Context: an optimization exercise on an open-source flow, tuned for small area, a short achievable clock period and few clock cycles per item. The choices shown serve that exercise and are no tape-out recipe.
The RTL was checked by simulation tests, not by an equivalence proof against the original design.

==> flow/design.v, too long to show whole: its modules and the start of the top module <==
// module dsha_miner: 1201 lines
module dsha_miner(
		input wire clk,
		input wire rst,
		input wire [255:0] midstate,
		input wire [95:0] tail,
		input wire [31:0] start_nonce,
		output reg out_valid,
		output reg [31:0] out_nonce,
		output reg [255:0] out_hash
	);
  // ...
==> flow/flow/run.sh <==
#!/bin/bash
# Layout flow: the standard flow (standard.sh), with
#  - synthesis that leaves the adders to ABC (no full/half-adder cells) and
#    maps with ABC's mapper at a 2.5 ns delay target, then its gate sizing,
#  - timing repair aimed below the SDC period (the SDC is unchanged), on the
#    worst paths only,
#  - global-routing capacity reductions set per layer (flow/fastroute.tcl),
#  - output flip-flops (and buffers between them and the port buffers) moved
#    next to their port buffers after global
#    placement (flow/place_outputs.tcl),
#  - larger clock-tree sink clusters and no dummy clock loads,
#  - more rounds of antenna repair after detailed routing.
# Each step's output goes to a log file of its own in this folder.
set -euo pipefail
rm -rf scripts_local
cp -r "$FLOW_HOME/scripts" scripts_local
printf 'strash\ndch\nmap -D 2500\ntopo\nstime -c\nbuffer -c\nupsize -c\ndnsize -c\n' > scripts_local/abc_area.script
export SCRIPTS_DIR=$PWD/scripts_local
export ADDER_MAP_FILE=
bash standard.sh synth > log_synth.txt 2>&1
export SETUP_SLACK_MARGIN=7.8
export TNS_END_PERCENT=0
export FASTROUTE_TCL=$PWD/flow/fastroute.tcl
export POST_GLOBAL_PLACE_TCL=$PWD/flow/place_outputs.tcl
export CTS_ARGS="-sink_clustering_enable -repair_clock_nets -dont_use_dummy_load -sink_clustering_size 25 -sink_clustering_max_diameter 90"
export MAX_REPAIR_ANTENNAS_ITER_DRT=12
bash standard.sh floorplan > log_floorplan.txt 2>&1
bash standard.sh place > log_place.txt 2>&1
bash standard.sh cts > log_cts.txt 2>&1
bash standard.sh route > log_route.txt 2>&1
bash standard.sh finish > log_finish.txt 2>&1
==> flow/flow/fastroute.tcl <==
# Global-routing layer setup: the platform's layers, with a larger capacity
# reduction on met1 (kept mostly for pin access) and a smaller one on the
# upper layers, so that global routing of this dense design converges and
# leaves met1 lightly used for detailed routing.
set_global_routing_layer_adjustment met1 0.5
set_global_routing_layer_adjustment met2 0.1
set_global_routing_layer_adjustment met3 0.1
set_global_routing_layer_adjustment met4 0.1
set_global_routing_layer_adjustment met5 0.1

set_routing_layers -clock $::env(MIN_CLK_ROUTING_LAYER)-$::env(MAX_ROUTING_LAYER)
set_routing_layers -signal $::env(MIN_ROUTING_LAYER)-$::env(MAX_ROUTING_LAYER)
==> flow/flow/place_outputs.tcl <==
# After global placement: move the flip-flop that drives each output port
# (through the port's buffer and any single-fanout buffers in between) next
# to the port's buffer, so the port path has short wires. Detailed placement
# legalizes the moved cells afterwards.
proc po_driver {inst} {
  # the instance driving the (single) signal input of a buffer
  foreach it [$inst getITerms] {
    if {![$it isInputSignal]} { continue }
    set net [$it getNet]
    if {$net == "NULL"} { return "" }
    foreach jt [$net getITerms] {
      if {[$jt isOutputSignal]} { return [list [$jt getInst] [llength [$net getITerms]]] }
    }
  }
  return ""
}
set block [ord::get_db_block]
set moved 0
foreach bterm [$block getBTerms] {
  if {[$bterm getIoType] != "OUTPUT"} { continue }
  set net [$bterm getNet]
  if {$net == "NULL"} { continue }
  set buf ""
  foreach it [$net getITerms] {
    if {[$it isOutputSignal]} { set buf [$it getInst] }
  }
  if {$buf == ""} { continue }
  set loc [$buf getLocation]
  set chain {}
  set cur $buf
  for {set n 0} {$n < 4} {incr n} {
    set d [po_driver $cur]
    if {$d == ""} { break }
    lassign $d src nterms
    if {$nterms != 2} { break }
    if {[[$src getMaster] isSequential]} {
      lappend chain $src
      foreach c $chain { $c setLocation [lindex $loc 0] [lindex $loc 1] }
      incr moved
      break
    }
    if {![string match "*buf*" [[$src getMaster] getName]]} { break }
    lappend chain $src
    set cur $src
  }
}
puts "place_outputs: moved $moved output flip-flops next to their port buffers"
==> flow/standard.sh <==
#!/bin/bash
# synth_recipe.tcl (not shown) runs the flow's synth.tcl, then flattens the netlist and writes it again
# the make line also repeats each setting of config.mk as NAME=value (left out here)
make -C /OpenROAD-flow-scripts/flow DESIGN_CONFIG=/design/flow/config.mk WORK_HOME=/design/flow/orfs CLKGATE_MAP_FILE= SYNTH_SCRIPT=/design/flow/synth_recipe.tcl "${@:-finish}"
==> flow/config.mk <==
export PLATFORM = sky130hd
export DESIGN_NAME = dsha_miner
export DESIGN_NICKNAME = dsha_miner
export VERILOG_FILES = /design/flow/design.v
export SDC_FILE = /design/flow/constraint.sdc
export NUM_CORES = 8
export LEC_CHECK = 0
export ABC_AREA = 1
export CAP_MARGIN = 30
export CORE_MARGIN = 2
export CORE_UTILIZATION = 38
export SLEW_MARGIN = 30
==> flow/constraint.sdc <==
create_clock -name core_clock -period 12.0 [get_ports {clk}]
set_input_delay 2.4000 -clock core_clock [delete_from_list [all_inputs] [get_ports {clk}]]
set_output_delay 2.4000 -clock core_clock [all_outputs]
set_load 0.01 [all_outputs]
==> flow_summary.ini, run 1 <==
[grt]
use_met2 = 0.609

[cells_and_area]
fin_cells = 95600
layout_commonest_cell = nand2_1
largestRegisters = mid: 256 flops, out_hash: 256 flops, tl: 96 flops
postLayoutCellArea_um2 = 683000
antennaDiodeCount = 2382
multi_input_area_um2 = 305000
seq_share = 0.409
layout_common_cells = nand2_1, dfxtp_1, nor2_1

[placed_design]
pre_cts_slack_ns = 4.91

[status]
status = finished clean

[route]
firstDrtPassIters = 9
wl_met3_mm = 705
num_vias = 521000
top_layer_used = met5
drt-wirelength-per-cell_um = 41.2

[worst_setup_path]
crit_chain = inv_1, xor2_1, or2_2, nand2_1, xor2_1, nor2_1, nor2_1, nand2_1, inv_1, nand3_1, o21ai_2, a21oi_1, nor3_1, a21boi_2, xor2_4
critical_path_class = reg2reg
critPathArrivalTime_ns = 5.86

[sta]
rsz0062_at_grt = yes
layout_setup_ws_ns = 7.24
slew_viol_final = 0
timing.final.crit_share = 0.397

[clock_network]
cts_buffers = 788
cts_resized = 3093
root_buffer = clkbuf_16

[synth]
ys_seq_area_frac = 0.481
synth_top_area_share = 0.477
synth_most_common_cell = nand2_1
syn-cell-area_um2 = 577000
synthAdderAreaFrac = 0.00710
async_flop_share = 0

[die]
die_height_mm = 1.24
tap_cells = 20200
Testbench counts, summed over its fixed seeds: cycles 67,520, items 8,192.
==> run 2, diff against run 1 <==
--- a/flow/design.v
+++ b/flow/design.v
@@ -64,17 +64,16 @@
 	reg [31:0] a16, b16, c16, d16, e16, f16, g16, h16;
 	reg [31:0] W16_0, W16_1, W16_2, W16_3, W16_4, W16_5, W16_6, W16_7, W16_8, W16_9, W16_10, W16_11, W16_12, W16_13, W16_14, W16_15;
 	reg [2:0] q16;
 	reg [255:0] mid;
 	reg [95:0] tl;
 	reg go;   
 	reg [31:0] nonce, ononce;
 	reg [4:0] fill;
-	reg t_last, t_second;   
 	always @(posedge clk) begin
 		mid <= midstate;
 		tl <= tail;
 	end
 	reg [31:0] s0_kw;
 	always @(*) begin
 		case (q0[1:0])
 			2'd0: s0_kw = 32'h428a2f98;
@@ -1060,18 +1059,16 @@
 	wire [31:0] s15_ws_s = s15_ws_p ^ s15_ws_ci;
 	wire [31:0] s15_ws_cc = (s15_ws_p & s15_ws_ci) | (~s15_ws_p & ({W15_14[16:0], W15_14[31:17]} ^ {W15_14[18:0], W15_14[31:19]} ^ {10'b0, W15_14[31:10]}));
 	wire [31:0] s15_ws_c = {s15_ws_cc[30:0], 1'b0};
 	wire [31:0] s15_nw = s15_ws_s + s15_ws_c;
 	always @(posedge clk) begin
 		a16 <= s15_na; b16 <= a15; c16 <= b15; d16 <= c15;
 		e16 <= s15_ne; f16 <= e15; g16 <= f15; h16 <= g15;
 		q16 <= q15;
-		t_last <= (q15[1:0] == 2'd3);
-		t_second <= q15[2];
 		W16_0 <= W15_1;
 		W16_1 <= W15_2;
 		W16_2 <= W15_3;
 		W16_3 <= W15_4;
 		W16_4 <= W15_5;
 		W16_5 <= W15_6;
 		W16_6 <= W15_7;
 		W16_7 <= W15_8;
@@ -1088,18 +1085,18 @@
 	assign st[0] = a16;
 	assign st[1] = b16;
 	assign st[2] = c16;
 	assign st[3] = d16;
 	assign st[4] = e16;
 	assign st[5] = f16;
 	assign st[6] = g16;
 	assign st[7] = h16;
-	wire last = t_last;   
-	wire second = t_second;   
+	wire last = (q16[1:0] == 2'd3);   
+	wire second = q16[2];   
 	wire [31:0] hs[0:7];
 	genvar gi;
 	generate for (gi = 0; gi < 8; gi = gi + 1) begin: g_add
 		wire [255:0] iv = {32'h5be0cd19, 32'h1f83d9ab, 32'h9b05688c, 32'h510e527f, 32'ha54ff53a, 32'h3c6ef372, 32'hbb67ae85, 32'h6a09e667};
 		assign hs[gi] = st[gi] + (second ? iv[32*gi +: 32] : mid[32*gi +: 32]);
 	end endgenerate
 	wire full = (fill == 5'd17);
 	wire done = full & last & second;   
--- a/flow/flow/run.sh
+++ b/flow/flow/run.sh
@@ -13,17 +13,17 @@
 # Each step's output goes to a log file of its own in this folder.
 set -euo pipefail
 rm -rf scripts_local
 cp -r "$FLOW_HOME/scripts" scripts_local
 printf 'strash\ndch\nmap -D 2500\ntopo\nstime -c\nbuffer -c\nupsize -c\ndnsize -c\n' > scripts_local/abc_area.script
 export SCRIPTS_DIR=$PWD/scripts_local
 export ADDER_MAP_FILE=
 bash standard.sh synth > log_synth.txt 2>&1
-export SETUP_SLACK_MARGIN=7.8
+export SETUP_SLACK_MARGIN=7.5
 export TNS_END_PERCENT=0
 export FASTROUTE_TCL=$PWD/flow/fastroute.tcl
 export POST_GLOBAL_PLACE_TCL=$PWD/flow/place_outputs.tcl
 export CTS_ARGS="-sink_clustering_enable -repair_clock_nets -dont_use_dummy_load -sink_clustering_size 25 -sink_clustering_max_diameter 90"
 export MAX_REPAIR_ANTENNAS_ITER_DRT=12
 bash standard.sh floorplan > log_floorplan.txt 2>&1
 bash standard.sh place > log_place.txt 2>&1
 bash standard.sh cts > log_cts.txt 2>&1
==> run 2 against run 1 <==
Final cell count down 1.2%. Still clean. First-iteration DRC count shrank 5.1%. Clock skew is 0.019 ns lower. Largest cell class unchanged. Highest routed layer unchanged. Fmax down 7.2%. Setup slack worse by 0.37 ns. Sequential share of layout area increased by 1.8 points.
==> flow_summary.ini, run 2 <==
[status]
status = finished clean

[clock_network]
cts_tree = built
htreeDepth = 6
cts_buffers = 782
root_buffer = clkbuf_16
clk_path_buf_depth = 5
cts.reportedPaths.clkPinSlew_ns = 0.10
worstSkewPairLatency_ns = 1.38
cts_num_sinks = 13800
hold_buffers = 0

[synth]
ys_ff_latch = 13800
ys_seq_area_frac = 0.481
synth_top_area_share = 0.478
avgSynthCellArea_um2 = 8.22
syn-cell-area_um2 = 576000
synth.top_cells.by_area = dfxtp_1, nand2_1, xor2_1
ys.flop_type = dfxtp_1
synth_edf_count = 64
netlist_instances = 70100
ys_top_cells_by_count = nand2_1, dfxtp_1, nor2_1
async_flop_share = 0
yosysTopAreaCell = dfxtp_1
synth_cell_types = 109
yosysWarnings = 1
synth_most_common_cell = nand2_1
syn_nets = 70500

[route]
num_vias = 506000
avgViaCountPerCell = 5.36
drtIter0Drc = 43900
drcViolationCount = 0
ant_nets = 0
drt-wirelength-per-cell_um = 39.3
routed_wl_mm = 3710
firstDrtPassIters = 12

[sta]
max_slew_margin = 0.141
slew_viol_final = 0
tns_ns = 0
skew_ns = 0.169
hold_viol_final = 0
fin_crit_ns = 5.13
layout_setup_ws_ns = 6.87
timing.final.crit_share = 0.428
rsz0062_at_grt = yes
worst_pin_slew_ns = 1.29
final-setup-viol-count = 0
clock.fmax_mhz = 195

[placed_design]
placed_cells = 91200
pre_cts_slack_ns = 5.18
hpwl_mm = 3270
port_buffers = 674
placed_area_um2 = 615000

[grt]
grt_pass1_vias = 460000
grt_usage = 0.489
grt-ovfl-total = 0
antenna_found_initial = 911
grt_pass1_wl_mm = 4620
grt_max_degree = 96

[die]
die_x_mm = 1.24
die_height_mm = 1.24
num_rows = 452
coreArea_um2 = 1510000
num_io_pins = 675
die-area_um2 = 1530000
initial_core_util = 0.381

[worst_setup_path]
critical_path_class = reg2reg
reg2reg_depth = 11
crit_path_end_kind = register
critPathArrivalTime_ns = 6.37
reg2reg_to = W0_4[30]
critical_path_peak_fanout = 66
worstPathRequired_ns = 13.23
rrSetupSlack_ns = 6.87
crit_path_start_kind = register
rr_startpoint = q16[1]

[worst_hold_path]
hold_path_end = W3_14[18]
min_path_cells = 0
min-delay-start = W2_15[18]
hp-class = reg2reg

[cells_and_area]
syn_to_final_growth_pct = 13.2
layout_commonest_cell = nand2_1
nets = 72500
largestRegisters = mid: 256 flops, out_hash: 256 flops, tl: 96 flops
drive_above_1_share = 0.0768
layout_common_cells = nand2_1, dfxtp_1, nor2_1
postLayoutCellArea_um2 = 652000
post-route-util = 0.431
final.fill_count = 152000
fin_cells = 94500

[flow_run]
drv_cap = 0
run 2: cell type report:
cell class | count | area [µm²] | area share
multi-input combinational | 49900 | 285000 | 0.437
antenna | 2205 | 5520 | 0.00846
sequential | 13800 | 278000 | 0.427
timing repair inverter | 2 | 17.5 | 0.0000269
inverter | 5793 | 21900 | 0.0336
timing repair buffer | 1808 | 16800 | 0.0257
tap | 20200 | 25300 | 0.0388
clock buffer | 782 | 19600 | 0.0300
run 2: worst max-delay path by stage:
stage | from | to | slack, ns | depth (start not counted)
after global placement | q16[2] | W0_4[28] | 5.69 | 20
after global routing | W15_0[3] | a16[6] | 6.89 | 22
after detailed placement | q16[2] | out_hash[238] | 5.18 | 17
final | q16[1] | W0_4[30] | 6.87 | 11
after CTS | q9[1] | a10[29] | 7.18 | 26
after floorplan | rst | ononce[0] | 7.80 | 4
run 2: repair_timing:
item | in CTS | in global routing
resized for setup | 1331 | 1137
buffers inserted | 136 | 164
cloned | 3 | 4
endpoints found under the setup margin | 1751 | 1531
pin swaps | 92 | 146
run 2: cell families (layout without fill, tap and decap cells):
group | Yosys count | in the layout | share of synthesized area
flip-flops | 13800 | 13800 | 0.481
multiplexers | 354 | 354 | 0.00619
adder cells (fa/ha/maj) | 412 | 412 | 0.00716
AND/OR/NAND/NOR | 30700 | 30700 | 0.230
XOR/XNOR | 8645 | 8645 | 0.133
AO/OA/AOI/OAI | 9809 | 9809 | 0.100
buffers and inverters | 6378 | 8385 | 0.0421
other | 0 | 2205 | 0
run 2: worst max-delay path, stage by stage (launching register included):
cell and delay [ns]:
dfxtp_1 0.31, inv_1 0.50, nor2_4 0.23, nand2_1 0.12, buf_4 0.36, a21oi_4 0.11, buf_12 0.20, inv_8 0.69
buf_4 0.72, buf_6 0.58, o21ai_0 0.52, nor2_1 0.20
run 2: layer usage:
metal  vias up  track usage  part of all wire
met5         -       0.0444            0.0034
met4       480        0.297             0.089
met3      7307        0.362              0.18
met2     28500        0.585              0.39
met1    238000        0.695              0.34
li1     232000            -                 -
run 2: metrics by stage:
step	hold WS [ns]
2_1_floorplan	0.310
3_3_place_gp	0.309
3_5_place_dp	0.312
4_1_cts	0.226
6_report	0.230
5_1_grt	0.224
Testbench counts of run 2, summed over its fixed seeds: cycles 67,520, items 8,192.

-- afterwards: timing with drivers on the ports --
The results above use ideal ports. As a check the final layouts listed here were re-extracted and re-timed, cells and wires unchanged. Step 1, drivers: a clkbuf_16 drives clk and a buf_2 each remaining input, both assumed. Step 2 also shifts input and output timing later by t, the mid clock arrival at the registers, as if the neighbouring blocks saw the same clock. a / b / c = ideal ports / drivers / drivers and shift; a / b = the first two.
| run | t (ns) | setup WS [ns] | worst data-port slew with drivers (ns) |
|---|---|---|---|
| run 1 | 1.516 | 7.238 / 7.142 / 7.238 | 0.49 |
| run 2 | 1.484 | 6.868 / 6.868 / 6.868 | 0.47 |
After both steps setup and hold are still met in every run listed.
